Source: an optimization exercise on an open RTL-to-GDS flow (aim: small area, a short achievable clock period and few clock cycles per item). Production flows keep margins and buffers that such runs may drop.
Function was checked by simulation only, so behaviour that the tests miss may differ from the original.

## flow/design.v (module list and top-level ports; edited modules follow where they fit)
// module aes_sbox_n: 161 lines
// module subbytes: 18 lines
// module shiftrows_addkey: 134 lines
// module mixcolumns_addkey: 593 lines
// module g_xor2: 1 lines
// module g_xnor2: 1 lines
// module g_nand2: 1 lines
// module g_nor2: 1 lines
// module g_nand2b: 1 lines
// module g_mux2i: 1 lines
// module g_inv: 1 lines
// module g_nand3: 1 lines
// module g_nand4: 1 lines
// module mux128_n: 135 lines
// module aes_inmux: 272 lines
// module aes_datapath: 12 lines
// module key_expansion: 246 lines
// module key_sbox: 6 lines
// module aes_controller: 19 lines
// module aes_top: 46 lines
module aes_top (
    input          clk,
    input          rst_n,
    input          start,
    input  [127:0] plaintext,
    input  [127:0] cipher_key,
    output [127:0] ciphertext,
    output         done
);
  // ...
==> flow/flow/run.sh <==
#!/bin/bash
# The standard layout (standard.sh) with two changes:
#  - every input and output port gets a buf_1 as its port buffer instead of
#    the default clkdlybuf4s50_1;
#  - no timing repair at floorplan (REMOVE_ABC_BUFFERS=1): its wire-load
#    estimates are pessimistic; timing is repaired after placement instead.
set -euo pipefail
bash standard.sh "BUFFER_PORTS_ARGS=-buffer_cell sky130_fd_sc_hd__buf_1" \
  REMOVE_ABC_BUFFERS=1 finish > layout.log 2>&1
==> flow/standard.sh <==
#!/bin/bash
# synth_recipe.tcl (not shown) runs the flow's synth.tcl, then flattens the netlist and writes it again
# the make line also repeats each setting of config.mk as NAME=value (left out here)
make -C /OpenROAD-flow-scripts/flow DESIGN_CONFIG=/design/flow/config.mk WORK_HOME=/design/flow/orfs CLKGATE_MAP_FILE= SYNTH_SCRIPT=/design/flow/synth_recipe.tcl "${@:-finish}"
==> flow/config.mk <==
export PLATFORM = sky130hd
export DESIGN_NAME = aes_top
export DESIGN_NICKNAME = aes_top
export VERILOG_FILES = /design/flow/design.v
export SDC_FILE = /design/flow/constraint.sdc
export NUM_CORES = 8
export LEC_CHECK = 0
export ABC_AREA = 0
export CAP_MARGIN = 20
export CORE_MARGIN = 2
export CORE_UTILIZATION = 55
export PLACE_DENSITY = 0.8
export SETUP_SLACK_MARGIN = 1.25
export SLEW_MARGIN = 20
export SYNTH_HIERARCHICAL = 1
export SYNTH_MINIMUM_KEEP_SIZE = 0
==> flow/constraint.sdc <==
create_clock -name core_clock -period 7.0 [get_ports {clk}]
set_input_delay 1.4000 -clock core_clock [delete_from_list [all_inputs] [get_ports {clk}]]
set_output_delay 1.4000 -clock core_clock [all_outputs]
set_load 0.01 [all_outputs]
==> results.py, run 1 <==
metrics = {
    "final_layout": {
        "n_all_buffers": 552,
        "inverters": 81,
        "multiInputGateArea_um2": 32500,
    },
    "critical_path": {
        "crit_path_max_incr_delay_ns": 0.47,
        "worst-path-buf-inv": 2,
        "critical_path_cell_count": 20,
        "worst-setup-path-type": "reg2reg",
    },
    "outcome": {
        "run_status": "timing/DRC/antenna clean",
    },
    "die": {
        "design.core.area_um2": 67400,
        "nWellTaps": 873,
        "chipWidth_um": 265,
    },
    "yosys": {
        "synth-compound-area-share_pct": 0.0200,
        "synth_largest_area_cell": "sky130_fd_sc_hd__xor2_1",
    },
    "clock_network": {
        "tritoncts.num_buffers": 35,
    },
    "grt": {
        "grtUsageMet1_pct": 48.9,
        "grt_most_used_layer": "met2",
        "groute.layer.met2.usage_pct": 57.9,
    },
    "sta": {
        "report.final.hold_viol_count": 0,
    },
    "job": {
        "maxCapViolCount": 0,
    },
    "route": {
        "dr.max_layer_used": "met5",
        "ratio_of_routed_vias_to_standard_cells": 5.70,
    },
    "hold_path": {
        "hold_path_depth": 1,
    },
    "placed_design": {
        "number_of_cells_after_detailed_placement": 5962,
    },
}
Testbench counts, summed over its fixed seeds: cycles 5,632, blocks 512.
==> inputs of run 2 (changes only) <==
--- a/flow/config.mk
+++ b/flow/config.mk
@@ -10,3 +10,4 @@
 export CORE_MARGIN = 2
-export CORE_UTILIZATION = 55
+export CORE_UTILIZATION = 40
+export GPL_ROUTABILITY_DRIVEN = 0
 export PLACE_DENSITY = 0.8
==> run 2 against run 1 <==
First-iteration DRC count is 47% higher. Count of clock-buffer cells in the layout is 4 lower. Critical path depth is 2 lower. Setup slack worse by 0.23 ns. Highest routed layer unchanged.
==> results.py, run 2 <==
metrics = {
    "outcome": {
        "run_status": "timing/DRC/antenna clean",
    },
    "final_layout": {
        "finish.net_count": 5353,
        "regArea_um2": 5810,
        "fill_cells": 8288,
        "fraction_of_final_layout_cells_sized_beyond_drive_strength_1_pct": 8.50,
        "finalCoreUtilization_pct": 47.6,
        "mostFrequentLayoutCells": "sky130_fd_sc_hd__xor2_1, sky130_fd_sc_hd__nor2_1, sky130_fd_sc_hd__xnor2_1, sky130_fd_sc_hd__nand3_1, sky130_fd_sc_hd__buf_1",
        "layout.cells.most_common": "sky130_fd_sc_hd__xor2_1",
        "layout-area-overhead-vs-synth_pct": 18.1,
        "largest_registers": "k_q (128), r_q (128), idle (16)",
        "final_cell_count_without_fillers": 6375,
        "multiInputGateArea_um2": 33200,
    },
    "critical_path": {
        "timing.rr.start": "idle[3]$_DFF_PN1_",
        "timing.critical_path.required_ns": 7.39,
        "critPathCaptureType": "flip-flop",
        "arrival_ns": 6.29,
        "reg2reg_slack_ns": 1.17,
        "cp_capture_point": "k_q[1]$_DFF_P_",
        "r2r.worst_path.cells": 18,
        "worst-path-max-fanout": 9,
        "critPathLaunch": "cipher_key[29]",
        "regToRegEndpoint": "k_q[1]$_DFF_P_",
        "cp-start-kind": "input port",
        "worst-setup-path-type": "in2reg",
    },
    "route": {
        "detail_route.iter0.violations": 5567,
        "drt_pre_antenna_iters": 10,
        "drt-wirelength-per-cell_um": 23.8,
        "postRouteAntennaNets": 0,
        "ratio_of_routed_vias_to_standard_cells": 5.67,
        "vias": 36200,
        "finalWirelength_mm": 152,
        "remaining_drcs": 0,
    },
    "yosys": {
        "synth-xor-area-share_pct": 61.3,
        "synth.cells.most_frequent": "sky130_fd_sc_hd__xor2_1, sky130_fd_sc_hd__xnor2_1, sky130_fd_sc_hd__nor2_1",
        "synth_largest_area_cell": "sky130_fd_sc_hd__xor2_1",
        "synthFlopType": "sky130_fd_sc_hd__dfxtp_1",
        "yosys-mux-area-fraction_pct": 7.21,
        "synthDominantCellAreaShare_pct": 48.5,
        "asyncSetResetFlopFracSynth_pct": 8.90,
        "ys.warnings.count": 7,
        "synth-edff-count": 0,
        "synth_top_family_by_area": "XOR/XNOR gates",
        "yosysUniqueCellTypes": 19,
        "synth-compound-area-share_pct": 0.0200,
        "post_synth_fa_ha_maj_area_fraction_pct": 0,
        "post_synth.cell_area_avg_um2": 8.24,
        "synth.most_common_cell": "sky130_fd_sc_hd__xor2_1",
        "ys_seq_elements": 281,
        "seq_area_frac_synth_pct": 15.4,
        "synth_top_area_cells": "sky130_fd_sc_hd__xor2_1, sky130_fd_sc_hd__dfxtp_1, sky130_fd_sc_hd__xnor2_1",
        "post_synth_instance_area_um2": 37600,
        "share_of_synthesized_cell_area_in_and_or_nand_and_nor_gates_pct": 15.3,
        "post_synth_inst_count": 4561,
    },
    "grt": {
        "grtUsageTotal_pct": 28.3,
        "globalRouteOverflowTotal": 0,
        "grt_first_pass_wirelength_mm": 207,
        "grt_antenna_before_repair": 7,
        "grt_pass1_vias": 33500,
        "grt_max_degree": 26,
    },
    "die": {
        "chipWidth_um": 311,
        "num_rows": 112,
        "starting_density_of_the_core_pct": 40.3,
        "floorplan.die_area_um2": 96500,
        "design.core.area_um2": 93200,
        "top_level_ports": 388,
        "die_h_um": 311,
    },
    "sta": {
        "final.period_utilization_pct": 84.2,
        "setup_violations": 0,
        "maximum_operating_frequency_mhz": 170,
        "report.final.hold_viol_count": 0,
        "slew_viol_final": 0,
        "relSlewSlack_pct": 23.3,
        "min_period_ns": 5.89,
        "final.setup_skew_ns": 0.0398,
        "max_slew.worst_pin.slew_ns": 1.15,
        "grt_setup_unrepaired": "true",
        "setup_total_negative_slack_ns": 0,
    },
    "placed_design": {
        "numPortBuffers": 387,
        "placed_wire_length_estimate_mm": 120,
        "number_of_cells_after_detailed_placement": 6285,
    },
    "hold_path": {
        "worst_hold_startpoint": "rc[5]$_DFF_PN0_",
        "worst_hold_path_type": "reg2reg",
    },
    "clock_network": {
        "tritoncts.num_buffers": 34,
        "clockRootBuffer": "sky130_fd_sc_hd__clkbuf_16",
        "post_cts_hold_buffers": 0,
        "cts_tree": "yes",
        "cts.reportedPaths.clkPinSlew_ns": 0.07,
        "htree_num_levels": 2,
        "tritoncts_num_sinks": 281,
        "insertion_delay_ns": 0.56,
        "max-clock-path-buffers": 3,
    },
    "job": {
        "maxCapViolCount": 0,
    },
}
[run 2: final cells by class]
class	count	share of cell area [%]
antenna	2	0.0113
clock buffer	43	2.13
clock inverter	18	0.459
inverter	81	0.685
multi-input combinational	4195	74.9
sequential	281	13.1
tap	1254	3.53
timing repair buffer	501	5.21
[run 2: worst min path at each step]
stage,end,slack [ns],depth (start not counted)
after global placement,rc[6]$_DFF_PN0_,0.55,1
after detailed placement,rc[5]$_DFF_PN0_,0.56,1
after floorplan,rc[5]$_DFF_PN0_,0.55,1
after CTS,rc[5]$_DFF_PN0_,0.57,1
after global routing,rc[6]$_DFF_PN0_,0.59,1
final,rc[6]$_DFF_PN0_,0.57,1
[run 2: kinds of logic after synthesis]
family,count (synthesis)
xor gates and xnor gates,2631
and+or+nand+nor,1292
DFF,281
muxes,271
buffers and inverters,85
AOI/OAI and AO/OA,1
[run 2: metrics by stage]
stage          hold slack (ns)  worst slack (ns)  instance area, µm²
3_5_place_dp             0.561             0.345               41300
3_3_place_gp             0.553             0.442               41300
4_1_cts                  0.568              1.08               42800
2_1_floorplan            0.546              1.31               37600
6_report                 0.573              1.11               44400
5_1_grt                  0.587             0.872               44400
[run 2: metal layers]
metal | part of all wire, % | GRT usage [%]
met4 | 7.7 | 16.4
met1 | 36 | 35.3
met3 | 15 | 9.96
met5 | 0.037 | 0
met2 | 41 | 42.1
[run 2: modules after synthesis (local to each module, per instance), a selection]
module | cell area, µm² | flip-flops and latches | times used | cells
g_xor2 | 8.76 | 0 | 2084 | 1
g_nor2 | 3.75 | 0 | 520 | 1
g_xnor2 | 8.76 | 0 | 544 | 1
aes_controller | 293 | 0 | 1 | 36
g_nand2 | 3.75 | 0 | 180 | 1
g_nand4 | 6.26 | 0 | 100 | 1
g_nand3 | 5.00 | 0 | 480 | 1
aes_top | 5770 | 281 | 1 | 281
g_inv | 3.75 | 0 | 80 | 1
g_mux2i | 10.0 | 0 | 256 | 1
[run 2: worst max-delay path: stages]
cell                      delay (ns)
sky130_fd_sc_hd__buf_1          0.21
sky130_fd_sc_hd__mux2i_2        0.45
sky130_fd_sc_hd__xor2_1         0.37
sky130_fd_sc_hd__xnor2_2        0.19
sky130_fd_sc_hd__nor2_1         0.31
sky130_fd_sc_hd__xor2_1         0.24
sky130_fd_sc_hd__xor2_1         0.26
sky130_fd_sc_hd__xor2_2         0.36
sky130_fd_sc_hd__inv_1          0.24
sky130_fd_sc_hd__nand3_1        0.17
sky130_fd_sc_hd__nand3_1        0.08
sky130_fd_sc_hd__nor2_1         0.25
sky130_fd_sc_hd__nor2_1         0.11
sky130_fd_sc_hd__xor2_1         0.20
sky130_fd_sc_hd__xnor2_1        0.38
sky130_fd_sc_hd__xor2_1         0.17
sky130_fd_sc_hd__xnor2_2        0.65
sky130_fd_sc_hd__xor2_1         0.20
[run 2: what timing repair did]
| item | in CTS | in global routing |
|---|---|---|
| pin swaps | 0 | 19 |
| endpoints found under the setup margin | 129 | 252 |
| buffers inserted | 0 | 27 |
| gates resized for setup | 54 | 221 |
==> inputs of run 3 (changes only) <==
--- a/flow/config.mk
+++ b/flow/config.mk
@@ -11,5 +11,4 @@
 export CORE_UTILIZATION = 40
-export GPL_ROUTABILITY_DRIVEN = 0
 export PLACE_DENSITY = 0.8
-export SETUP_SLACK_MARGIN = 1.25
+export SETUP_SLACK_MARGIN = 1.4
 export SLEW_MARGIN = 20
==> run 3 against run 2 <==
Global-route usage up 0.15 points. Fmax up 4.0%. Critical endpoint is now r_q[65]$_DFF_P_. Largest cell class unchanged. Sequential share of layout area down 0.14 points. Non-clock buffer count up 53. Worst hold slack worse by 0.0012 ns. Core utilization up 0.54 points. Still clean on timing, DRC and antenna. Via count down 5.2%. Clock skew down 0.0069 ns. Synthesized cell count unchanged.
==> results.py, run 3 <==
metrics = {
    "critical_path": {
        "timing.critical_path.required_ns": 7.42,
        "critical-path-top-cell-by-count": "sky130_fd_sc_hd__xor2_1",
        "cp-start-kind": "input port",
        "regToRegEndpoint": "r_q[65]$_DFF_P_",
        "r2r.worst_path.cells": 20,
        "crit_path_max_incr_delay_ns": 0.53,
        "arrival_ns": 6.09,
        "worst-path-max-fanout": 10,
        "crit_slowest_cell": "sky130_fd_sc_hd__xnor2_1",
        "critical_path.cell_chain": "buf_1 -> xor2_1 -> mux2i_1 -> xor2_1 -> xnor2_1 -> xnor2_1 -> nor2_1 -> xor2_1 -> xor2_1 -> xor2_1 -> buf_4 -> inv_1 -> nand3_1 -> nand3_1 -> nor2_1 -> nor2_1 -> xnor2_1 -> xor2_1 -> xnor2_1",
        "critPathCaptureType": "flip-flop",
        "worst-setup-path-type": "in2reg",
        "reg2reg_slack_ns": 1.48,
        "timing.rr.start": "r_q[95]$_DFF_P_",
    },
    "placed_design": {
        "final_weighted_congestion_in_routability_driven_placement": 1.01,
        "place_area_um2": 41600,
        "placed_wire_length_estimate_mm": 122,
        "numPortBuffers": 387,
    },
    "die": {
        "floorplan.die_area_um2": 96500,
        "chipWidth_um": 311,
        "starting_density_of_the_core_pct": 40.3,
        "die_h_um": 311,
        "design.core.area_um2": 93200,
        "top_level_ports": 388,
        "num_rows": 112,
    },
    "final_layout": {
        "finalCoreUtilization_pct": 48.2,
        "layout.cells.most_common": "sky130_fd_sc_hd__xor2_1",
        "postLayoutCellArea_um2": 44900,
        "finish.net_count": 5407,
        "fraction_of_final_layout_cells_sized_beyond_drive_strength_1_pct": 9.57,
        "layout-area-overhead-vs-synth_pct": 19.4,
        "largest_registers": "k_q (128), r_q (128), idle (16)",
        "mostFrequentLayoutCells": "sky130_fd_sc_hd__xor2_1, sky130_fd_sc_hd__xnor2_1, sky130_fd_sc_hd__nor2_1, sky130_fd_sc_hd__nand3_1, sky130_fd_sc_hd__buf_1",
    },
    "yosys": {
        "synth.most_common_cell": "sky130_fd_sc_hd__xor2_1",
        "post_synth.cell_area_avg_um2": 8.24,
        "post_synth_instance_area_um2": 37600,
        "ys_seq_elements": 281,
        "post_synth_inst_count": 4561,
        "seq_area_frac_synth_pct": 15.4,
        "yosysUniqueCellTypes": 19,
        "asyncSetResetFlopFracSynth_pct": 8.90,
        "synth.cells.most_frequent": "sky130_fd_sc_hd__xor2_1, sky130_fd_sc_hd__xnor2_1, sky130_fd_sc_hd__nor2_1",
        "synthDominantCellAreaShare_pct": 48.5,
        "synth_top_area_cells": "sky130_fd_sc_hd__xor2_1, sky130_fd_sc_hd__dfxtp_1, sky130_fd_sc_hd__xnor2_1",
        "synthFlopType": "sky130_fd_sc_hd__dfxtp_1",
        "synth_largest_area_cell": "sky130_fd_sc_hd__xor2_1",
        "synth-edff-count": 0,
        "ys.warnings.count": 7,
    },
    "route": {
        "ratio_of_routed_vias_to_standard_cells": 5.33,
        "drt_pre_antenna_iters": 6,
        "vias": 34300,
        "finalWirelength_mm": 146,
        "remaining_drcs": 0,
        "detail_route.iter0.violations": 3640,
        "drt-wirelength-per-cell_um": 22.8,
        "postRouteAntennaNets": 0,
    },
    "sta": {
        "report.final.hold_viol_count": 0,
        "final.period_utilization_pct": 81.0,
        "grt_setup_unrepaired": "true",
        "relSlewSlack_pct": 26.7,
        "maximum_operating_frequency_mhz": 176,
        "slew_viol_final": 0,
        "min_period_ns": 5.67,
        "final.setup_skew_ns": 0.0329,
        "max_slew.worst_pin.slew_ns": 1.10,
        "setup_violations": 0,
        "setup_total_negative_slack_ns": 0,
    },
    "grt": {
        "globalRouteOverflowTotal": 0,
        "grt_pass1_vias": 32600,
        "grt_antenna_before_repair": 2,
        "grtUsageTotal_pct": 28.5,
        "grt_max_degree": 26,
        "grt_first_pass_wirelength_mm": 207,
    },
    "clock_network": {
        "tritoncts_num_sinks": 281,
        "cts_tree": "yes",
        "clockRootBuffer": "sky130_fd_sc_hd__clkbuf_16",
        "cts.reportedPaths.clkPinSlew_ns": 0.06,
        "tritoncts.num_buffers": 35,
        "insertion_delay_ns": 0.58,
        "post_cts_hold_buffers": 0,
        "max-clock-path-buffers": 3,
        "htree_num_levels": 2,
    },
    "hold_path": {
        "hold_path_depth": 1,
        "endpoint_with_the_worst_hold_slack": "rc[7]$_DFF_PN0_",
        "worst_hold_path_type": "reg2reg",
        "worst_hold_startpoint": "rc[6]$_DFF_PN0_",
    },
    "outcome": {
        "run_status": "timing/DRC/antenna clean",
    },
    "job": {
        "maxCapViolCount": 0,
    },
}
run 3: cells by family (layout without fill, tap and decap cells):
group                  after synthesis  in the layout  share of synthesized area, %
buffers and inverters               85            698                         0.862
flip-flops                         281            281                          15.4
multiplexers                       271            271                          7.21
AND/OR/NAND/NOR                   1292           1292                          15.3
other                                0              2                             0
XOR/XNOR                          2631           2631                          61.3
AO/OA/AOI/OAI                        1              1                        0.0200
run 3: critical path: cells and delay by family:
kind                   cells  cell delay (ns)
multiplexers               1             0.32
AND/OR/NAND/NOR            5             0.81
buffers and inverters      3             0.56
XOR/XNOR                  10             3.00
run 3: area by class of cell:
type / count / area [µm²]
fill: 8905 / 48300
multi-input combinational: 4195 / 33200
sequential: 281 / 5810
timing repair buffer: 554 / 2720
tap: 1254 / 1570
clock buffer: 41 / 938
clock inverter: 22 / 313
inverter: 81 / 304
antenna: 2 / 5.00
run 3: per-module statistics from Yosys (local to each module, per instance), a selection:
module          cell area [µm²]  copies in the design  cells inside  flip-flops and latches
g_nor2                     3.75                   520             1                       0
aes_top                    5770                     1           281                     281
g_inv                      3.75                    80             1                       0
g_nand4                    6.26                   100             1                       0
g_mux2i                    10.0                   256             1                       0
g_nand2                    3.75                   180             1                       0
aes_controller              293                     1            36                       0
g_xnor2                    8.76                   544             1                       0
g_nand3                    5.00                   480             1                       0
run 3: per-layer routing:
metal  GRT usage [%]  wire length, µm  vias to the layer above
met3            5.55            13700                      350
li1                -                -                    15800
met4            13.9             8250                        4
met1            38.1            61200                    16300
met5               0               25                        -
met2            43.7            63300                     1881
run 3: through the flow:
stage / hold WS (ns) / std cells / worst slack [ns]
after global placement: 0.557 / 6333 / 0.615
after detailed placement: 0.563 / 6333 / 0.626
after floorplan: 0.546 / 4557 / 1.31
final: 0.571 / 6430 / 1.33
after global routing: 0.594 / 6428 / 1.16
after CTS: 0.571 / 6396 / 1.40
run 3: how the worst max path moves through the flow:
stage | from | cells past startpoint | end | slack [ns]
finish | cipher_key[66] | 19 | r_q[65]$_DFF_P_ | 1.33
global route | r_q[95]$_DFF_P_ | 20 | r_q[66]$_DFF_P_ | 1.16
CTS | r_q[86]$_DFF_P_ | 20 | r_q[119]$_DFF_P_ | 1.40
detailed placement | cipher_key[17] | 21 | k_q[90]$_DFF_P_ | 0.63
global placement | cipher_key[4] | 21 | k_q[76]$_DFF_P_ | 0.61
floorplan | cipher_key[1] | 18 | k_q[106]$_DFF_P_ | 1.31
run 3: repair_timing:
| item | in CTS | in global routing |
|---|---|---|
| setup buffers | 0 | 32 |
| gates resized for setup | 59 | 222 |
| setup endpoints to repair | 160 | 244 |
| pin swaps | 0 | 26 |
==> inputs of run 4 (changes only) <==
--- a/flow/config.mk
+++ b/flow/config.mk
@@ -12,3 +12,3 @@
 export PLACE_DENSITY = 0.8
-export SETUP_SLACK_MARGIN = 1.4
+export SETUP_SLACK_MARGIN = 1.25
 export SLEW_MARGIN = 20
==> run 4 against run 3 <==
Via count about the same. Register-to-register slack got worse by 0.09 ns. Cell area decreased by 1.7%. Sequential share of layout area increased by 0.19 points. Critical path depth increased by 1.
==> results.py, run 4 <==
metrics = {
    "final_layout": {
        "finish.net_count": 5385,
        "layout-area-overhead-vs-synth_pct": 17.4,
        "layout.cells.most_common": "sky130_fd_sc_hd__xor2_1",
        "finalCoreUtilization_pct": 47.4,
        "fill_cells": 8998,
        "mostFrequentLayoutCells": "sky130_fd_sc_hd__xor2_1, sky130_fd_sc_hd__xnor2_1, sky130_fd_sc_hd__nor2_1, sky130_fd_sc_hd__nand3_1, sky130_fd_sc_hd__buf_1",
        "largest_registers": "k_q (128), r_q (128), idle (16)",
        "fraction_of_final_layout_cells_sized_beyond_drive_strength_1_pct": 7.74,
    },
    "sta": {
        "report.final.hold_viol_count": 0,
        "min_period_ns": 5.71,
        "relSlewSlack_pct": 27.9,
        "setup_violations": 0,
        "max_slew.worst_pin.slew_ns": 1.08,
        "hold_ws_ns": 0.579,
        "final.period_utilization_pct": 81.5,
        "maximum_operating_frequency_mhz": 175,
        "setup_total_negative_slack_ns": 0,
        "final.setup_skew_ns": 0.0315,
        "worst_slack_ns": 1.29,
        "slew_viol_final": 0,
        "grt_setup_unrepaired": "true",
    },
    "yosys": {
        "synth_largest_area_cell": "sky130_fd_sc_hd__xor2_1",
        "yosysUniqueCellTypes": 19,
        "synth_top_area_cells": "sky130_fd_sc_hd__xor2_1, sky130_fd_sc_hd__dfxtp_1, sky130_fd_sc_hd__xnor2_1",
        "synth-edff-count": 0,
        "post_synth.cell_area_avg_um2": 8.24,
        "synth-compound-area-share_pct": 0.0200,
        "share_of_synthesized_cell_area_in_and_or_nand_and_nor_gates_pct": 15.3,
        "synth_top_family_by_area": "XOR/XNOR gates",
        "post_synth_inst_count": 4561,
        "post_synth_fa_ha_maj_area_fraction_pct": 0,
        "synthFlopType": "sky130_fd_sc_hd__dfxtp_1",
        "yosys-mux-area-fraction_pct": 7.21,
        "synth-xor-area-share_pct": 61.3,
        "synth.cells.most_frequent": "sky130_fd_sc_hd__xor2_1, sky130_fd_sc_hd__xnor2_1, sky130_fd_sc_hd__nor2_1",
        "ys.warnings.count": 7,
        "seq_area_frac_synth_pct": 15.4,
        "asyncSetResetFlopFracSynth_pct": 8.90,
        "synth.most_common_cell": "sky130_fd_sc_hd__xor2_1",
        "ys_seq_elements": 281,
        "post_synth_instance_area_um2": 37600,
        "synthDominantCellAreaShare_pct": 48.5,
    },
    "critical_path": {
        "critPathCaptureType": "flip-flop",
        "arrival_ns": 6.12,
        "crit_slowest_cell": "sky130_fd_sc_hd__xnor2_1",
        "critical_path.top_delay_family": "XOR/XNOR gates",
        "crit_path_max_incr_delay_ns": 0.54,
        "cp-start-kind": "input port",
        "worst-path-buf-inv": 3,
        "critical-path-top-cell-by-count": "sky130_fd_sc_hd__xor2_1",
        "critical_path.cell_chain": "buf_1 -> xor2_1 -> mux2i_1 -> xor2_1 -> xnor2_1 -> xnor2_1 -> nor2_1 -> xor2_1 -> xor2_1 -> xor2_1 -> buf_4 -> inv_1 -> nand3_1 -> nand3_1 -> nor2_1 -> nor2_1 -> xor2_1 -> xnor2_1 -> xor2_1 -> xnor2_1",
        "worst-setup-path-type": "in2reg",
        "timing.critical_path.required_ns": 7.41,
        "worst-path-max-fanout": 10,
    },
    "clock_network": {
        "cts_tree": "yes",
        "post_cts_hold_buffers": 0,
        "clockRootBuffer": "sky130_fd_sc_hd__clkbuf_16",
        "insertion_delay_ns": 0.58,
        "htree_num_levels": 2,
        "cts.reportedPaths.clkPinSlew_ns": 0.06,
        "max-clock-path-buffers": 3,
        "tritoncts.num_buffers": 35,
        "tritoncts_num_sinks": 281,
    },
    "die": {
        "num_rows": 112,
        "starting_density_of_the_core_pct": 40.3,
        "die_h_um": 311,
        "floorplan.die_area_um2": 96500,
        "design.core.area_um2": 93200,
        "top_level_ports": 388,
        "chipWidth_um": 311,
    },
    "grt": {
        "grt_antenna_before_repair": 2,
        "grtUsageTotal_pct": 28.4,
        "globalRouteOverflowTotal": 0,
        "grt_pass1_vias": 32600,
        "grt_max_degree": 26,
        "grt_first_pass_wirelength_mm": 207,
    },
    "route": {
        "drt_pre_antenna_iters": 10,
        "detail_route.iter0.violations": 3620,
        "vias": 34300,
        "finalWirelength_mm": 146,
        "ratio_of_routed_vias_to_standard_cells": 5.35,
        "remaining_drcs": 0,
        "drt-wirelength-per-cell_um": 22.7,
        "postRouteAntennaNets": 0,
    },
    "placed_design": {
        "final_weighted_congestion_in_routability_driven_placement": 1.01,
        "numPortBuffers": 387,
        "place_ws_ns": 0.626,
        "placed_wire_length_estimate_mm": 122,
    },
    "job": {
        "maxCapViolCount": 0,
    },
    "outcome": {
        "run_status": "timing/DRC/antenna clean",
    },
    "hold_path": {
        "worst_hold_path_type": "reg2reg",
    },
}
-- run 4: cell counts after synthesis --
No cell type changed its count.
-- run 4: timing repair --
item | CTS | global route
endpoints found under the setup margin | 62 | 223
pin swaps | 0 | 7
gates cloned | 0 | 0
setup buffers | 0 | 10
gates resized for setup | 30 | 158
-- run 4: cells by family after synthesis --
logic type      Yosys count
compound gates            1
xor+xnor               2631
buf+inv                  85
flops                   281
mux                     271
simple gates           1292
-- run 4: final cells by class --
| class | count | area, µm² | share of cell area (%) |
|---|---|---|---|
| clock inverters | 22 | 313 | 0.709 |
| diodes | 1 | 2.50 | 0.00567 |
| multi-input cells | 4195 | 32700 | 74.0 |
| inverters | 81 | 304 | 0.689 |
| clock buffers | 41 | 938 | 2.13 |
| flip-flops and latches | 281 | 5800 | 13.1 |
| repair buffers | 532 | 2550 | 5.79 |
| well taps | 1254 | 1570 | 3.55 |
-- run 4: per-stage QoR --
| stage | area [µm²] | cells |
|---|---|---|
| after global placement | 41600 | 6333 |
| after global routing | 44100 | 6406 |
| after floorplan | 37600 | 4557 |
| after detailed placement | 41600 | 6333 |
| final | 44100 | 6407 |
| after CTS | 43100 | 6396 |
-- run 4: modules after synthesis, one instance, submodules excluded, a selection --
module,flip-flops and latches,area [µm²]
g_nand4,0,6.26
aes_controller,0,293
g_inv,0,3.75
g_nand3,0,5.00
g_xor2,0,8.76
g_xnor2,0,8.76
-- run 4: worst paths after layout --
check,startpoint,to,slack (ns),depth (start not counted)
setup / recovery,cipher_key[66],r_q[65]$_DFF_P_,1.29,20
hold / removal,rc[5]$_DFF_PN0_,rc[6]$_DFF_PN0_,0.58,1
setup reg to reg,r_q[95]$_DFF_P_,r_q[65]$_DFF_P_,1.39,21
hold reg to reg,rc[5]$_DFF_PN0_,rc[6]$_DFF_PN0_,0.58,1
max in group asynchronous,rst_n,rc[4]$_DFF_PN0_,5.33,1
min in group asynchronous,rst_n,rc[7]$_DFF_PN0_,1.02,1
-- run 4: routing by layer --
layer / vias to the layer above / GRT usage [%] / part of all wire, %
met2: 1928 / 43.7 / 43
met4: 4 / 13.4 / 5.3
li1: 15700 / - / -
met1: 16300 / 38.1 / 42
met5: - / 0 / 0.019
met3: 319 / 5.50 / 9.7
==> inputs of run 5 (changes only) <==
--- a/flow/flow/run.sh
+++ b/flow/flow/run.sh
@@ -8,2 +8,2 @@
 bash standard.sh "BUFFER_PORTS_ARGS=-buffer_cell sky130_fd_sc_hd__buf_1" \
-  REMOVE_ABC_BUFFERS=1 finish > layout.log 2>&1
+  REMOVE_ABC_BUFFERS=1 RECOVER_POWER=100 finish > layout.log 2>&1
==> run 5 against run 4 <==
The layout now fails its checks (capacitance limit, slew limit). Setup slack worse by 0.49 ns. Routed wire length about the same. Core utilization down 0.60 points. Critical endpoint is now k_q[121]$_DFF_P_.
==> results.py, run 5 <==
metrics = {
    "sta": {
        "slew_viol_final": 43,
        "final.setup_skew_ns": 0.0350,
        "setup_violations": 0,
        "max_slew.worst_pin.slew_ns": 2.24,
        "maximum_operating_frequency_mhz": 161,
        "final.period_utilization_pct": 88.5,
        "relSlewSlack_pct": -49.3,
        "report.final.hold_viol_count": 0,
        "worst_slack_ns": 0.805,
        "grt_setup_unrepaired": "true",
        "setup_total_negative_slack_ns": 0,
        "min_period_ns": 6.19,
        "hold_ws_ns": 0.574,
    },
    "die": {
        "floorplan.die_area_um2": 96500,
        "num_rows": 112,
        "starting_density_of_the_core_pct": 40.3,
        "top_level_ports": 388,
        "design.core.area_um2": 93200,
        "die_h_um": 311,
        "chipWidth_um": 311,
    },
    "yosys": {
        "synth.most_common_cell": "sky130_fd_sc_hd__xor2_1",
        "synth.cells.most_frequent": "sky130_fd_sc_hd__xor2_1, sky130_fd_sc_hd__xnor2_1, sky130_fd_sc_hd__nor2_1",
        "synth-edff-count": 0,
        "ys.warnings.count": 7,
        "synth_largest_area_cell": "sky130_fd_sc_hd__xor2_1",
        "synth_top_area_cells": "sky130_fd_sc_hd__xor2_1, sky130_fd_sc_hd__dfxtp_1, sky130_fd_sc_hd__xnor2_1",
        "yosysUniqueCellTypes": 19,
        "post_synth.cell_area_avg_um2": 8.24,
        "seq_area_frac_synth_pct": 15.4,
        "synthDominantCellAreaShare_pct": 48.5,
        "ys_seq_elements": 281,
        "synthFlopType": "sky130_fd_sc_hd__dfxtp_1",
        "asyncSetResetFlopFracSynth_pct": 8.90,
        "post_synth_instance_area_um2": 37600,
        "post_synth_inst_count": 4561,
    },
    "hold_path": {
        "hold_path_depth": 1,
        "endpoint_with_the_worst_hold_slack": "rc[7]$_DFF_PN0_",
        "worst_hold_path_type": "reg2reg",
        "worst_hold_startpoint": "rc[6]$_DFF_PN0_",
    },
    "critical_path": {
        "critical_path.top_delay_family": "XOR/XNOR gates",
        "timing.rr.start": "idle[0]$_DFF_PN1_",
        "cp-start-kind": "input port",
        "regToRegEndpoint": "k_q[15]$_DFF_P_",
        "worst-path-buf-inv": 4,
        "arrival_ns": 6.61,
        "crit_path_max_incr_delay_ns": 0.71,
        "worst-path-max-fanout": 10,
        "critical_path.cell_chain": "buf_1 -> mux2i_1 -> xor2_1 -> xor2_1 -> xnor2_1 -> nor2_1 -> xor2_1 -> xor2_1 -> xor2_1 -> clkbuf_1 -> inv_1 -> nand3_1 -> nand3_1 -> nor2_1 -> nor2_1 -> xor2_1 -> xnor2_1 -> xor2_1 -> xnor2_1 -> clkbuf_1 -> xor2_1",
        "reg2reg_slack_ns": 0.86,
        "worst-setup-path-type": "in2reg",
        "critical-path-top-cell-by-count": "sky130_fd_sc_hd__xor2_1",
        "critPathCaptureType": "flip-flop",
        "crit_slowest_cell": "sky130_fd_sc_hd__clkbuf_1",
        "timing.critical_path.required_ns": 7.42,
        "r2r.worst_path.cells": 19,
    },
    "placed_design": {
        "numPortBuffers": 387,
        "placed_wire_length_estimate_mm": 122,
        "place_ws_ns": 0.626,
        "final_weighted_congestion_in_routability_driven_placement": 1.01,
        "number_of_cells_after_detailed_placement": 6333,
    },
    "route": {
        "postRouteAntennaNets": 0,
        "drt_pre_antenna_iters": 6,
        "vias": 34100,
        "finalWirelength_mm": 146,
        "drt-wirelength-per-cell_um": 22.7,
        "detail_route.iter0.violations": 3487,
        "ratio_of_routed_vias_to_standard_cells": 5.32,
        "remaining_drcs": 0,
    },
    "clock_network": {
        "cts.reportedPaths.clkPinSlew_ns": 0.06,
        "insertion_delay_ns": 0.58,
        "clockRootBuffer": "sky130_fd_sc_hd__clkbuf_16",
        "tritoncts_num_sinks": 281,
        "cts_tree": "yes",
        "max-clock-path-buffers": 3,
        "post_cts_hold_buffers": 0,
        "htree_num_levels": 2,
        "tritoncts.num_buffers": 35,
    },
    "final_layout": {
        "largest_registers": "k_q (128), r_q (128), idle (16)",
        "layout-area-overhead-vs-synth_pct": 15.9,
        "fraction_of_final_layout_cells_sized_beyond_drive_strength_1_pct": 5.75,
        "layout.cells.most_common": "sky130_fd_sc_hd__xor2_1",
        "mostFrequentLayoutCells": "sky130_fd_sc_hd__xor2_1, sky130_fd_sc_hd__xnor2_1, sky130_fd_sc_hd__nor2_1, sky130_fd_sc_hd__nand3_1, sky130_fd_sc_hd__buf_1",
        "finalCoreUtilization_pct": 46.8,
        "final_cell_count_without_fillers": 6408,
        "finish.net_count": 5385,
    },
    "grt": {
        "grt_max_degree": 26,
        "grt_antenna_before_repair": 2,
        "globalRouteOverflowTotal": 0,
        "grtUsageTotal_pct": 28.4,
        "grt_first_pass_wirelength_mm": 207,
        "grt_pass1_vias": 32600,
    },
    "outcome": {
        "run_status": "failed layout checks",
        "check-failures": "capacitance limit, slew limit",
    },
    "job": {
        "maxCapViolCount": 2,
    },
}
run 5: final cells by class:
type | count | area, µm²
Timing Repair Buffer | 532 | 2390
Clock inverter | 22 | 313
Tap cell | 1254 | 1570
Clock buffer | 41 | 938
Sequential cell | 281 | 5790
Fill cell | 9113 | 49600
Inverter | 81 | 304
Multi-Input combinational cell | 4195 | 32300
Antenna cell | 2 | 5.00
run 5: timing repair:
item,CTS,global route
setup buffers,0,10
endpoints found under the hold margin,0,0
resized for setup,30,158
pin swaps,0,7
endpoints found under the setup margin,62,223
run 5: stage by stage:
stage	instance area (µm²)
after floorplan	37600
after detailed placement	41600
after CTS	43100
final	43600
after global placement	41600
after global routing	43600
run 5: cell families (layout without fill, tap and decap cells):
| family | Yosys count | after routing | share of synthesized area [%] |
|---|---|---|---|
| AO/OA/AOI/OAI | 1 | 1 | 0.0200 |
| XOR/XNOR | 2631 | 2631 | 61.3 |
| buffers and inverters | 85 | 676 | 0.862 |
| flip-flops | 281 | 281 | 15.4 |
| multiplexers | 271 | 271 | 7.21 |
| other | 0 | 2 | 0 |
| AND/OR/NAND/NOR | 1292 | 1292 | 15.3 |
run 5: Yosys stat by module (local to each module, per instance), excerpt:
module,cells,cell area [µm²],flip-flops and latches
aes_top,281,5770,281
g_xnor2,1,8.76,0
g_mux2i,1,10.0,0
g_inv,1,3.75,0
g_nand4,1,6.26,0
g_xor2,1,8.76,0
aes_controller,36,293,0
g_nand2,1,3.75,0
g_nor2,1,3.75,0
g_nand3,1,5.00,0
run 5: worst reg2reg max path: cells and delay by family, from the launching register on:
kind | cells | cell delay, ns
multiplexers | 1 | 0.46
AND/OR/NAND/NOR | 4 | 0.68
flip-flops | 1 | 1.18
buffers and inverters | 3 | 0.51
XOR/XNOR | 11 | 3.17
run 5: worst max path at each step:
stage                                   to  depth (start not counted)  slack, ns            start
after CTS                  r_q[34]$_DFF_P_                         20       1.11  r_q[71]$_DFF_P_
after global placement     k_q[76]$_DFF_P_                         21       0.61    cipher_key[4]
after detailed placement   k_q[90]$_DFF_P_                         21       0.63   cipher_key[17]
after global routing       r_q[42]$_DFF_P_                         22       0.58  r_q[71]$_DFF_P_
final                     k_q[121]$_DFF_P_                         21       0.81   cipher_key[22]
after floorplan           k_q[106]$_DFF_P_                         18       1.31    cipher_key[1]
run 5: routing by layer:
metal	wire (µm)	up-vias	track usage [%]
li1	-	15800	-
met3	13700	328	5.50
met4	7860	4	13.4
met2	62800	1885	43.7
met1	61100	16100	38.1
met5	27	-	0
==> inputs of run 6 (changes only) <==
--- a/flow/flow/run.sh
+++ b/flow/flow/run.sh
@@ -8,2 +8,2 @@
 bash standard.sh "BUFFER_PORTS_ARGS=-buffer_cell sky130_fd_sc_hd__buf_1" \
-  REMOVE_ABC_BUFFERS=1 RECOVER_POWER=100 finish > layout.log 2>&1
+  REMOVE_ABC_BUFFERS=1 finish > layout.log 2>&1
--- a/flow/config.mk
+++ b/flow/config.mk
@@ -11,2 +11,4 @@
 export CORE_UTILIZATION = 40
+export CTS_BUF_LIST = sky130_fd_sc_hd__clkbuf_8
+export CTS_CLUSTER_SIZE = 30
 export PLACE_DENSITY = 0.8
==> run 6 against run 5 <==
Sequential share of layout area fell by 0.094 points. Non-clock buffer count rose by 2. Routed wire length rose by 0.45%. Flip-flop and latch count did not move. Core utilization rose by 0.41 points. The run now finishes clean. Fmax rose by 9.5%. Clock skew rose by 0.017 ns. Largest cell class unchanged. Critical endpoint is now r_q[65]$_DFF_P_.
==> results.py, run 6 <==
metrics = {
    "outcome": {
        "run_status": "timing/DRC/antenna clean",
    },
    "grt": {
        "grt_most_used_layer": "met2",
        "grt.met3_usage_pct": 5.41,
        "groute.layer.met2.usage_pct": 43.9,
        "grt_antenna_before_repair": 5,
        "grt_pass1_vias": 32800,
        "globalRouteOverflowTotal": 0,
        "grtUsageMet1_pct": 38.4,
        "grt_max_degree": 26,
        "grt_first_pass_wirelength_mm": 208,
        "grtUsageTotal_pct": 28.5,
    },
    "critical_path": {
        "reg2reg_slack_ns": 1.34,
        "timing.critical_path.required_ns": 7.50,
        "worst-path-max-fanout": 10,
        "timing.rr.start": "r_q[95]$_DFF_P_",
        "critPathCaptureType": "flip-flop",
        "arrival_ns": 6.16,
        "r2r.worst_path.cells": 21,
        "cp-start-kind": "flip-flop",
        "worst-setup-path-type": "reg2reg",
        "regToRegEndpoint": "r_q[65]$_DFF_P_",
    },
    "sta": {
        "worst_slack_ns": 1.34,
        "report.final.hold_viol_count": 0,
        "maximum_operating_frequency_mhz": 177,
        "setup_total_negative_slack_ns": 0,
        "grt_setup_unrepaired": "true",
        "setup_violations": 0,
        "relSlewSlack_pct": 26.6,
        "slew_viol_final": 0,
        "final.setup_skew_ns": 0.0525,
        "min_period_ns": 5.66,
        "max_slew.worst_pin.slew_ns": 1.10,
        "final.period_utilization_pct": 80.8,
    },
    "route": {
        "ratio_of_routed_vias_to_standard_cells": 5.35,
        "drt-wirelength-per-cell_um": 22.7,
        "postRouteAntennaNets": 0,
        "drt_pre_antenna_iters": 6,
        "detail_route.iter0.violations": 3620,
        "vias": 34500,
        "finalWirelength_mm": 146,
        "remaining_drcs": 0,
    },
    "placed_design": {
        "place_ws_ns": 0.626,
        "numPortBuffers": 387,
        "final_weighted_congestion_in_routability_driven_placement": 1.01,
        "place_area_um2": 41600,
        "placed_wire_length_estimate_mm": 122,
    },
    "yosys": {
        "synthDominantCellAreaShare_pct": 48.5,
        "synth_top_area_cells": "sky130_fd_sc_hd__xor2_1, sky130_fd_sc_hd__dfxtp_1, sky130_fd_sc_hd__xnor2_1",
        "synth.most_common_cell": "sky130_fd_sc_hd__xor2_1",
        "seq_area_frac_synth_pct": 15.4,
        "synth_largest_area_cell": "sky130_fd_sc_hd__xor2_1",
        "yosysUniqueCellTypes": 19,
        "ys.warnings.count": 7,
        "post_synth_inst_count": 4561,
        "ys_seq_elements": 281,
        "post_synth_instance_area_um2": 37600,
        "synthFlopType": "sky130_fd_sc_hd__dfxtp_1",
        "asyncSetResetFlopFracSynth_pct": 8.90,
        "synth-edff-count": 0,
        "post_synth.cell_area_avg_um2": 8.24,
        "synth.cells.most_frequent": "sky130_fd_sc_hd__xor2_1, sky130_fd_sc_hd__xnor2_1, sky130_fd_sc_hd__nor2_1",
    },
    "hold_path": {
        "worst_hold_path_type": "reg2reg",
        "endpoint_with_the_worst_hold_slack": "rc[7]$_DFF_PN0_",
        "hold_path_depth": 1,
        "worst_hold_startpoint": "rc[6]$_DFF_PN0_",
    },
    "final_layout": {
        "layout-area-overhead-vs-synth_pct": 16.9,
        "largest_registers": "k_q (128), r_q (128), idle (16)",
        "finalCoreUtilization_pct": 47.2,
        "postLayoutCellArea_um2": 44000,
        "fill_cells": 9075,
        "regArea_um2": 5800,
        "mostFrequentLayoutCells": "sky130_fd_sc_hd__xor2_1, sky130_fd_sc_hd__xnor2_1, sky130_fd_sc_hd__nor2_1, sky130_fd_sc_hd__nand3_1, sky130_fd_sc_hd__buf_1",
        "layout.cells.most_common": "sky130_fd_sc_hd__xor2_1",
        "multiInputGateArea_um2": 32500,
        "fraction_of_final_layout_cells_sized_beyond_drive_strength_1_pct": 7.77,
        "finish.net_count": 5404,
    },
    "clock_network": {
        "tritoncts.num_buffers": 52,
        "cts_tree": "yes",
        "htree_num_levels": 2,
        "clockRootBuffer": "sky130_fd_sc_hd__clkbuf_8",
        "insertion_delay_ns": 0.70,
        "cts.reportedPaths.clkPinSlew_ns": 0.07,
        "post_cts_hold_buffers": 0,
        "tritoncts_num_sinks": 281,
        "max-clock-path-buffers": 3,
    },
    "die": {
        "chipWidth_um": 311,
        "die_h_um": 311,
        "top_level_ports": 388,
        "floorplan.die_area_um2": 96500,
        "num_rows": 112,
        "design.core.area_um2": 93200,
        "starting_density_of_the_core_pct": 40.3,
    },
    "job": {
        "maxCapViolCount": 0,
    },
}
run 6: per-layer routing:
metal / vias to the layer above / wire length (µm) / part of all wire, %
li1: 15800 / - / -
met1: 16300 / 61300 / 42
met2: 1982 / 63300 / 43
met3: 320 / 13900 / 9.5
met4: 4 / 7660 / 5.2
met5: - / 27 / 0.018
run 6: per-stage QoR:
| stage | hold WS (ns) | instances |
|---|---|---|
| after floorplan | 0.546 | 4557 |
| after CTS | 0.573 | 6431 |
| after global placement | 0.557 | 6333 |
| after global routing | 0.595 | 6445 |
| final | 0.578 | 6445 |
| after detailed placement | 0.563 | 6333 |
run 6: modules after synthesis (local to each module, per instance), a selection:
module          flops+latches  cell area, µm²
g_nor2                      0            3.75
g_xor2                      0            8.76
aes_controller              0             293
g_nand2                     0            3.75
g_nand4                     0            6.26
g_mux2i                     0            10.0
aes_top                   281            5770
g_inv                       0            3.75
g_nand3                     0            5.00
g_xnor2                     0            8.76
run 6: final cells by class:
cell class / count / share of cell area, %
inverters: 81 / 0.692
repair buffers: 534 / 5.85
clock buffers: 62 / 1.94
diodes: 2 / 0.0114
multi-input cells: 4195 / 73.9
clock inverters: 36 / 0.837
well taps: 1254 / 3.57
flip-flops and latches: 281 / 13.2
run 6: cells by family after synthesis:
| family | share of synthesized area, % |
|---|---|
| and+or+nand+nor | 15.3 |
| xor gates and xnor gates | 61.3 |
| muxes | 7.21 |
| AOI/OAI and AO/OA | 0.0200 |
| DFF | 15.4 |
| buffers and inverters | 0.862 |
run 6: worst max-delay path by stage:
stage | from | endpoint | cells after the start
3_3_place_gp | cipher_key[4] | k_q[76]$_DFF_P_ | 21
5_1_grt | r_q[119]$_DFF_P_ | r_q[26]$_DFF_P_ | 22
2_1_floorplan | cipher_key[1] | k_q[106]$_DFF_P_ | 18
6_report | r_q[95]$_DFF_P_ | r_q[65]$_DFF_P_ | 21
3_5_place_dp | cipher_key[17] | k_q[90]$_DFF_P_ | 21
4_1_cts | r_q[7]$_DFF_P_ | r_q[119]$_DFF_P_ | 20
run 6: repair_timing:
| action | 4_1_cts | 5_1_grt |
|---|---|---|
| gates resized for setup | 27 | 135 |
| pin swaps | 0 | 7 |
| setup endpoints to repair | 61 | 226 |
| hold endpoints to repair | 0 | 0 |
| buffers inserted | 0 | 12 |
run 6: worst max-delay path: stages, from the launching register on:
cell                      delay (ns)
sky130_fd_sc_hd__dfxtp_1        0.54
sky130_fd_sc_hd__xor2_2         0.42
sky130_fd_sc_hd__xor2_1         0.14
sky130_fd_sc_hd__xor2_1         0.16
sky130_fd_sc_hd__mux2i_1        0.57
sky130_fd_sc_hd__xnor2_2        0.27
sky130_fd_sc_hd__xor2_2         0.36
sky130_fd_sc_hd__xor2_1         0.34
sky130_fd_sc_hd__nor2_1         0.10
sky130_fd_sc_hd__xor2_1         0.25
sky130_fd_sc_hd__xor2_1         0.21
sky130_fd_sc_hd__xor2_1         0.17
sky130_fd_sc_hd__buf_4          0.18
sky130_fd_sc_hd__inv_1          0.15
sky130_fd_sc_hd__nand3_1        0.15
sky130_fd_sc_hd__nand3_1        0.10
sky130_fd_sc_hd__nor2_1         0.15
sky130_fd_sc_hd__nor2_1         0.07
sky130_fd_sc_hd__xor2_1         0.18
sky130_fd_sc_hd__xnor2_1        0.36
sky130_fd_sc_hd__xor2_1         0.15
sky130_fd_sc_hd__xnor2_1        0.45
==> inputs of run 7 (changes only) <==
--- a/flow/config.mk
+++ b/flow/config.mk
@@ -11,6 +11,6 @@
 export CORE_UTILIZATION = 40
-export CTS_BUF_LIST = sky130_fd_sc_hd__clkbuf_8
-export CTS_CLUSTER_SIZE = 30
+export CTS_CLUSTER_DIAMETER = 80
+export CTS_CLUSTER_SIZE = 40
 export PLACE_DENSITY = 0.8
-export SETUP_SLACK_MARGIN = 1.25
+export SETUP_SLACK_MARGIN = 1.4
 export SLEW_MARGIN = 20
==> run 7 against run 6 <==
Still clean on timing, DRC and antenna. Non-clock buffer count is 27 higher. Global-route usage is 0.23 points lower. Via count hardly changed. Sequential share of layout area is 0.12 points lower. Register-to-register slack better by 0.14 ns. Flip-flop and latch count stayed put. Critical path depth is 2 lower. Synthesized cell count stayed put. Area after synthesis stayed put.
==> results.py, run 7 <==
metrics = {
    "die": {
        "floorplan.die_area_um2": 96500,
        "design.core.area_um2": 93200,
        "top_level_ports": 388,
        "num_rows": 112,
        "die_h_um": 311,
        "starting_density_of_the_core_pct": 40.3,
        "chipWidth_um": 311,
    },
    "final_layout": {
        "largest_registers": "k_q (128), r_q (128), idle (16)",
        "mostFrequentLayoutCells": "sky130_fd_sc_hd__xor2_1, sky130_fd_sc_hd__xnor2_1, sky130_fd_sc_hd__nor2_1, sky130_fd_sc_hd__nand3_1, sky130_fd_sc_hd__buf_1",
        "fraction_of_final_layout_cells_sized_beyond_drive_strength_1_pct": 9.32,
        "postLayoutCellArea_um2": 44500,
        "final_cell_count_without_fillers": 6417,
        "layout.cells.most_common": "sky130_fd_sc_hd__xor2_1",
        "finish.net_count": 5403,
        "layout-area-overhead-vs-synth_pct": 18.3,
    },
    "critical_path": {
        "worst-setup-path-type": "reg2reg",
        "critPathLaunch": "r_q[111]$_DFF_P_",
        "arrival_ns": 6.02,
        "timing.critical_path.required_ns": 7.50,
        "cp-start-kind": "flip-flop",
        "worst-path-max-fanout": 10,
        "critPathCaptureType": "flip-flop",
        "timing.rr.start": "r_q[111]$_DFF_P_",
    },
    "grt": {
        "grt_first_pass_wirelength_mm": 207,
        "grt_pass1_vias": 32500,
        "grt_antenna_before_repair": 3,
        "grtUsageTotal_pct": 28.3,
        "globalRouteOverflowTotal": 0,
        "grt_max_degree": 26,
    },
    "yosys": {
        "post_synth_instance_area_um2": 37600,
        "yosysUniqueCellTypes": 19,
        "asyncSetResetFlopFracSynth_pct": 8.90,
        "synthFlopType": "sky130_fd_sc_hd__dfxtp_1",
        "post_synth.cell_area_avg_um2": 8.24,
        "synthDominantCellAreaShare_pct": 48.5,
        "synth_largest_area_cell": "sky130_fd_sc_hd__xor2_1",
        "synth.most_common_cell": "sky130_fd_sc_hd__xor2_1",
        "synth_top_area_cells": "sky130_fd_sc_hd__xor2_1, sky130_fd_sc_hd__dfxtp_1, sky130_fd_sc_hd__xnor2_1",
        "synth-edff-count": 0,
        "ys.warnings.count": 7,
        "seq_area_frac_synth_pct": 15.4,
        "ys_seq_elements": 281,
        "post_synth_inst_count": 4561,
        "synth.cells.most_frequent": "sky130_fd_sc_hd__xor2_1, sky130_fd_sc_hd__xnor2_1, sky130_fd_sc_hd__nor2_1",
    },
    "sta": {
        "hold_ws_ns": 0.583,
        "final.period_utilization_pct": 78.8,
        "slew_viol_final": 0,
        "setup_total_negative_slack_ns": 0,
        "report.final.hold_viol_count": 0,
        "min_period_ns": 5.51,
        "grt_setup_unrepaired": "true",
        "maximum_operating_frequency_mhz": 181,
        "setup_violations": 0,
        "worst_slack_ns": 1.49,
        "relSlewSlack_pct": 28.8,
        "max_slew.worst_pin.slew_ns": 1.07,
        "final.setup_skew_ns": 0.0387,
    },
    "placed_design": {
        "number_of_cells_after_detailed_placement": 6333,
        "place_area_um2": 41600,
        "place_ws_ns": 0.626,
        "numPortBuffers": 387,
        "placed_wire_length_estimate_mm": 122,
        "final_weighted_congestion_in_routability_driven_placement": 1.01,
    },
    "route": {
        "vias": 34500,
        "drt_pre_antenna_iters": 6,
        "detail_route.iter0.violations": 3627,
        "drt-wirelength-per-cell_um": 22.8,
        "ratio_of_routed_vias_to_standard_cells": 5.38,
        "finalWirelength_mm": 146,
        "remaining_drcs": 0,
        "postRouteAntennaNets": 0,
    },
    "clock_network": {
        "insertion_delay_ns": 0.59,
        "cts_tree": "yes",
        "max-clock-path-buffers": 3,
        "cts.reportedPaths.clkPinSlew_ns": 0.08,
        "clockRootBuffer": "sky130_fd_sc_hd__clkbuf_16",
        "tritoncts_num_sinks": 281,
        "tritoncts.num_buffers": 24,
        "post_cts_hold_buffers": 0,
        "htree_num_levels": 1,
    },
    "hold_path": {
        "worst_hold_startpoint": "rc[4]$_DFF_PN0_",
        "worst_hold_path_type": "reg2reg",
    },
    "job": {
        "maxCapViolCount": 0,
    },
    "outcome": {
        "run_status": "timing/DRC/antenna clean",
    },
}
## run 7: changes by cell type in the layout (fill, tap and decap cells not counted), moves of 8 or more
| cell | delta |
|---|---|
| sky130_fd_sc_hd__mux2i_1 | -23 |
| sky130_fd_sc_hd__buf_4 | +27 |
| sky130_fd_sc_hd__inv_1 | -14 |
| sky130_fd_sc_hd__dfxtp_1 | -14 |
| sky130_fd_sc_hd__mux2i_2 | +15 |
| sky130_fd_sc_hd__xor2_2 | +31 |
| sky130_fd_sc_hd__clkbuf_8 | -61 |
| sky130_fd_sc_hd__mux2i_4 | +8 |
| sky130_fd_sc_hd__dfxtp_2 | +14 |
| sky130_fd_sc_hd__xor2_4 | +11 |
| sky130_fd_sc_hd__xor2_1 | -42 |
| sky130_fd_sc_hd__clkbuf_16 | +25 |
| sky130_fd_sc_hd__clkinv_2 | -10 |
## run 7: path summary, 6_finish.rpt
| check | endpoint | slack, ns | cells past startpoint |
|---|---|---|---|
| setup / recovery | r_q[53]$_DFF_P_ | 1.49 | 19 |
| setup reg to reg | r_q[53]$_DFF_P_ | 1.49 | 19 |
| max in group asynchronous | rc[4]$_DFF_PN0_ | 5.37 | 1 |
| hold / removal | rc[5]$_DFF_PN0_ | 0.58 | 1 |
| hold reg to reg | rc[5]$_DFF_PN0_ | 0.58 | 1 |
| min in group asynchronous | rc[1]$_DFF_PN0_ | 0.98 | 1 |
## run 7: worst max-delay path, stage by stage (launching register included)
cell                      delay, ns
sky130_fd_sc_hd__dfxtp_2       0.50
sky130_fd_sc_hd__xor2_2        0.42
sky130_fd_sc_hd__xor2_1        0.29
sky130_fd_sc_hd__xor2_1        0.49
sky130_fd_sc_hd__mux2i_1       0.38
sky130_fd_sc_hd__xor2_1        0.26
sky130_fd_sc_hd__xnor2_1       0.39
sky130_fd_sc_hd__xnor2_1       0.19
sky130_fd_sc_hd__nor2_1        0.15
sky130_fd_sc_hd__xor2_1        0.18
sky130_fd_sc_hd__xor2_1        0.19
sky130_fd_sc_hd__xor2_1        0.21
sky130_fd_sc_hd__inv_1         0.19
sky130_fd_sc_hd__nand3_1       0.18
sky130_fd_sc_hd__nand4_1       0.19
sky130_fd_sc_hd__nor2_1        0.25
sky130_fd_sc_hd__xor2_1        0.29
sky130_fd_sc_hd__xor2_1        0.30
sky130_fd_sc_hd__xor2_1        0.20
sky130_fd_sc_hd__xnor2_1       0.17
## run 7: logic make-up after synthesis
logic type / synth area share, %
xor gates and xnor gates: 61.3
DFF: 15.4
and+or+nand+nor: 15.3
muxes: 7.21
AOI/OAI and AO/OA: 0.0200
buffers and inverters: 0.862
## run 7: area by class of cell
type                    instances  area, µm²
diodes                          1       2.50
well taps                    1254       1570
repair buffers                561       2780
clock buffers                  28        647
multi-input cells            4195      33100
fillers                      8935      48700
flip-flops and latches        281       5820
inverters                      81        304
clock inverters                16        236
## run 7: metrics by stage
stage,util (%)
CTS,46.1
global route,47.7
detailed placement,44.7
finish,47.7
floorplan,-
global placement,44.7
## run 7: per-layer routing
layer,part of all wire [%],global-route usage [%],vias to the layer above
met5,0.020,0,-
met4,5.7,13.5,4
met3,9.7,5.57,350
met2,43,43.4,2006
met1,42,37.9,16400
li1,-,-,15800
## run 7: repair_timing
item / in CTS / in global routing
setup buffers: 0 / 39
setup endpoints to repair: 155 / 241
pin swaps: 0 / 23
gates resized for setup: 63 / 211
## run 7: modules after synthesis (local to each module, per instance), excerpt
| module | cells | area, µm² | copies in the design |
|---|---|---|---|
| g_inv | 1 | 3.75 | 80 |
| g_nand2 | 1 | 3.75 | 180 |
| g_mux2i | 1 | 10.0 | 256 |
| aes_top | 281 | 5770 | 1 |
| g_xor2 | 1 | 8.76 | 2084 |
| g_xnor2 | 1 | 8.76 | 544 |
| aes_controller | 36 | 293 | 1 |
| g_nor2 | 1 | 3.75 | 520 |
| g_nand4 | 1 | 6.26 | 100 |
| g_nand3 | 1 | 5.00 | 480 |
==> inputs of run 8 (changes only) <==
--- a/flow/config.mk
+++ b/flow/config.mk
@@ -14,3 +14,3 @@
 export PLACE_DENSITY = 0.8
-export SETUP_SLACK_MARGIN = 1.4
+export SETUP_SLACK_MARGIN = 1.25
 export SLEW_MARGIN = 20
==> run 8 against run 7 <==
Clock skew is 0.0029 ns lower. Fmax is 1.4% lower. Critical path depth is 1 higher. Register-to-register slack worse by 0.08 ns. Global-route usage is 0.062 points lower. Highest routed layer unchanged. Routed wire length is 0.78% lower. Still clean on timing, DRC and antenna.
==> results.py, run 8 <==
metrics = {
    "route": {
        "vias": 34100,
        "detail_route.iter0.violations": 3612,
        "postRouteAntennaNets": 0,
        "drt_pre_antenna_iters": 6,
        "drt-wirelength-per-cell_um": 22.7,
        "remaining_drcs": 0,
    },
    "critical_path": {
        "worst-setup-path-type": "reg2reg",
        "worst-path-max-fanout": 10,
        "r2r.worst_path.cells": 20,
        "critPathCaptureType": "flip-flop",
    },
    "yosys": {
        "synth-edff-count": 0,
        "asyncSetResetFlopFracSynth_pct": 8.90,
        "synth.most_common_cell": "sky130_fd_sc_hd__xor2_1",
        "yosysUniqueCellTypes": 19,
        "ys.warnings.count": 7,
        "ys_seq_elements": 281,
        "synth.cells.most_frequent": "sky130_fd_sc_hd__xor2_1, sky130_fd_sc_hd__xnor2_1, sky130_fd_sc_hd__nor2_1",
        "synth_largest_area_cell": "sky130_fd_sc_hd__xor2_1",
        "post_synth.cell_area_avg_um2": 8.24,
        "post_synth_instance_area_um2": 37600,
    },
    "grt": {
        "globalRouteOverflowTotal": 0,
        "grtUsageTotal_pct": 28.2,
        "grt_first_pass_wirelength_mm": 206,
        "grt_max_degree": 26,
        "grt_pass1_vias": 32600,
        "grtUsageMet1_pct": 37.9,
    },
    "final_layout": {
        "finish.net_count": 5375,
        "largest_registers": "k_q (128), r_q (128), idle (16)",
        "layout-area-overhead-vs-synth_pct": 16.4,
        "mostFrequentLayoutCells": "sky130_fd_sc_hd__xor2_1, sky130_fd_sc_hd__xnor2_1, sky130_fd_sc_hd__nor2_1, sky130_fd_sc_hd__nand3_1, sky130_fd_sc_hd__buf_1",
        "fraction_of_final_layout_cells_sized_beyond_drive_strength_1_pct": 7.40,
    },
    "sta": {
        "setup_total_negative_slack_ns": 0,
        "setup_violations": 0,
        "final.period_utilization_pct": 79.9,
    },
    "hold_path": {
        "worst_hold_path_type": "reg2reg",
    },
    "clock_network": {
        "htree_num_levels": 1,
        "max-clock-path-buffers": 3,
        "cts_tree": "yes",
        "tritoncts_num_sinks": 281,
        "clockRootBuffer": "sky130_fd_sc_hd__clkbuf_16",
        "insertion_delay_ns": 0.60,
        "cts.reportedPaths.clkPinSlew_ns": 0.08,
    },
    "placed_design": {
        "final_weighted_congestion_in_routability_driven_placement": 1.01,
    },
    "outcome": {
        "run_status": "timing/DRC/antenna clean",
    },
    "die": {
        "starting_density_of_the_core_pct": 40.3,
        "die_h_um": 311,
        "design.core.area_um2": 93200,
        "floorplan.die_area_um2": 96500,
    },
}
==> run 8: cell counts after synthesis <==
Identical to the previous run, type by type.
==> run 8: metal layers <==
| layer | wire [µm] | up-vias |
|---|---|---|
| met4 | 8250 | 2 |
| met1 | 60800 | 16200 |
| li1 | - | 15700 |
| met2 | 62200 | 1921 |
| met3 | 13800 | 336 |
| met5 | 13 | - |
==> run 8: cell type report <==
class / instances / area [µm²]
tap: 1254 / 1570
timing repair buffer: 533 / 2560
inverter: 81 / 304
fill: 9039 / 49400
clock buffer: 28 / 647
antenna: 1 / 2.50
clock inverter: 16 / 236
multi-input combinational: 4195 / 32600
sequential: 281 / 5800
==> run 8: path summary, 6_finish.rpt <==
path | slack (ns) | startpoint | endpoint
worst max-delay path | 1.41 | r_q[55]$_DFF_P_ | r_q[93]$_DFF_P_
worst max register to register | 1.41 | r_q[55]$_DFF_P_ | r_q[93]$_DFF_P_
worst min register to register | 0.58 | rc[5]$_DFF_PN0_ | rc[6]$_DFF_PN0_
max in group asynchronous | 5.39 | rst_n | rc[3]$_DFF_PN0_
min in group asynchronous | 0.98 | rst_n | rc[1]$_DFF_PN0_
worst min-delay path | 0.58 | rc[5]$_DFF_PN0_ | rc[6]$_DFF_PN0_
==> run 8: logic make-up (layout without fill, tap and decap cells) <==
kind of cell,count (synthesis),after routing,share of synthesized area (%)
xor gates and xnor gates,2631,2631,61.3
buffers and inverters,85,658,0.862
AOI/OAI and AO/OA,1,1,0.0200
DFF,281,281,15.4
and+or+nand+nor,1292,1292,15.3
muxes,271,271,7.21
other,0,1,0
==> run 8: worst max-delay path, stage by stage, from the launching register on <==
cell and delay, ns:
sky130_fd_sc_hd__dfxtp_1 0.57, sky130_fd_sc_hd__xor2_2 0.41, sky130_fd_sc_hd__xor2_1 0.21, sky130_fd_sc_hd__xor2_1 0.10
sky130_fd_sc_hd__mux2i_1 0.39, sky130_fd_sc_hd__xor2_1 0.49, sky130_fd_sc_hd__xor2_1 0.19, sky130_fd_sc_hd__buf_4 0.17
sky130_fd_sc_hd__xor2_1 0.29, sky130_fd_sc_hd__nor2_1 0.11, sky130_fd_sc_hd__xor2_1 0.26, sky130_fd_sc_hd__xor2_1 0.20
sky130_fd_sc_hd__xor2_1 0.24, sky130_fd_sc_hd__inv_1 0.21, sky130_fd_sc_hd__nand3_1 0.21, sky130_fd_sc_hd__nand4_1 0.19
sky130_fd_sc_hd__nor2_1 0.22, sky130_fd_sc_hd__xor2_1 0.29, sky130_fd_sc_hd__xor2_1 0.38, sky130_fd_sc_hd__xor2_1 0.23
sky130_fd_sc_hd__xnor2_1 0.14
==> run 8: Yosys stat by module, one instance, submodules excluded, excerpt <==
| module | cells inside | cell area [µm²] | flops+latches |
|---|---|---|---|
| aes_top | 281 | 5770 | 281 |
| aes_controller | 36 | 293 | 0 |
| g_mux2i | 1 | 10.0 | 0 |
| g_xnor2 | 1 | 8.76 | 0 |
| g_xor2 | 1 | 8.76 | 0 |
| g_nand4 | 1 | 6.26 | 0 |
| g_nand3 | 1 | 5.00 | 0 |
| g_inv | 1 | 3.75 | 0 |
| g_nand2 | 1 | 3.75 | 0 |
| g_nor2 | 1 | 3.75 | 0 |
==> run 8: repair_timing <==
item                                    4_1_cts  5_1_grt
setup buffers                                 0       11
pin swaps                                     0        8
resized for setup                            34      152
endpoints found under the setup margin       66      236
==> run 8: metrics by stage <==
| stage | area [µm²] | setup slack, ns | cells | utilization [%] |
|---|---|---|---|---|
| finish | 43800 | 1.41 | 6389 | 46.9 |
| global route | 43800 | 1.18 | 6389 | 46.9 |
| global placement | 41600 | 0.615 | 6333 | 44.7 |
| detailed placement | 41600 | 0.626 | 6333 | 44.7 |
| CTS | 42800 | 1.23 | 6377 | 45.9 |
| floorplan | 37600 | 1.31 | 4557 | - |

afterwards: timing with drivers on the ports:
In the flow no input, the clock included, has a driving cell. The finished layouts below were timed again as built, in two steps. Step 1 (the two cells are an assumption about what drives the block):
set clk [get_ports {clk}]
set_driving_cell -lib_cell sky130_fd_sc_hd__clkbuf_16 $clk
set_driving_cell -lib_cell sky130_fd_sc_hd__buf_2 [delete_from_list [all_inputs] $clk]
Step 2 times the ports against the registers' clock, not the clock port: input delays grow and output delays shrink by t, the midpoint of the rising clock arrivals with the driver on. Three values: no drivers, after step 1, after step 2; two values: the first two.
run | t, ns | setup WS [ns] | worst data-port slew with drivers (ns)
run 1 | 0.615 | 1.334 / 1.334 / 0.801 | 0.15
run 2 | 0.599 | 1.105 / 1.147 / 0.548 | 0.13
run 3 | 0.629 | 1.332 / 1.369 / 0.741 | 0.12
run 4 | 0.629 | 1.292 / 1.329 / 0.699 | 0.12
run 5 | 0.630 | 0.805 / 0.850 / 0.220 | 0.13
run 6 | 0.744 | 1.343 / 1.343 / 0.654 | 0.13
run 7 | 0.649 | 1.486 / 1.486 / 0.905 | 0.12
run 8 | 0.649 | 1.407 / 1.407 / 0.808 | 0.12
The setup slack of run 6, which loses most, moves by 0.000 ns with the drivers and by -0.689 ns with both steps.
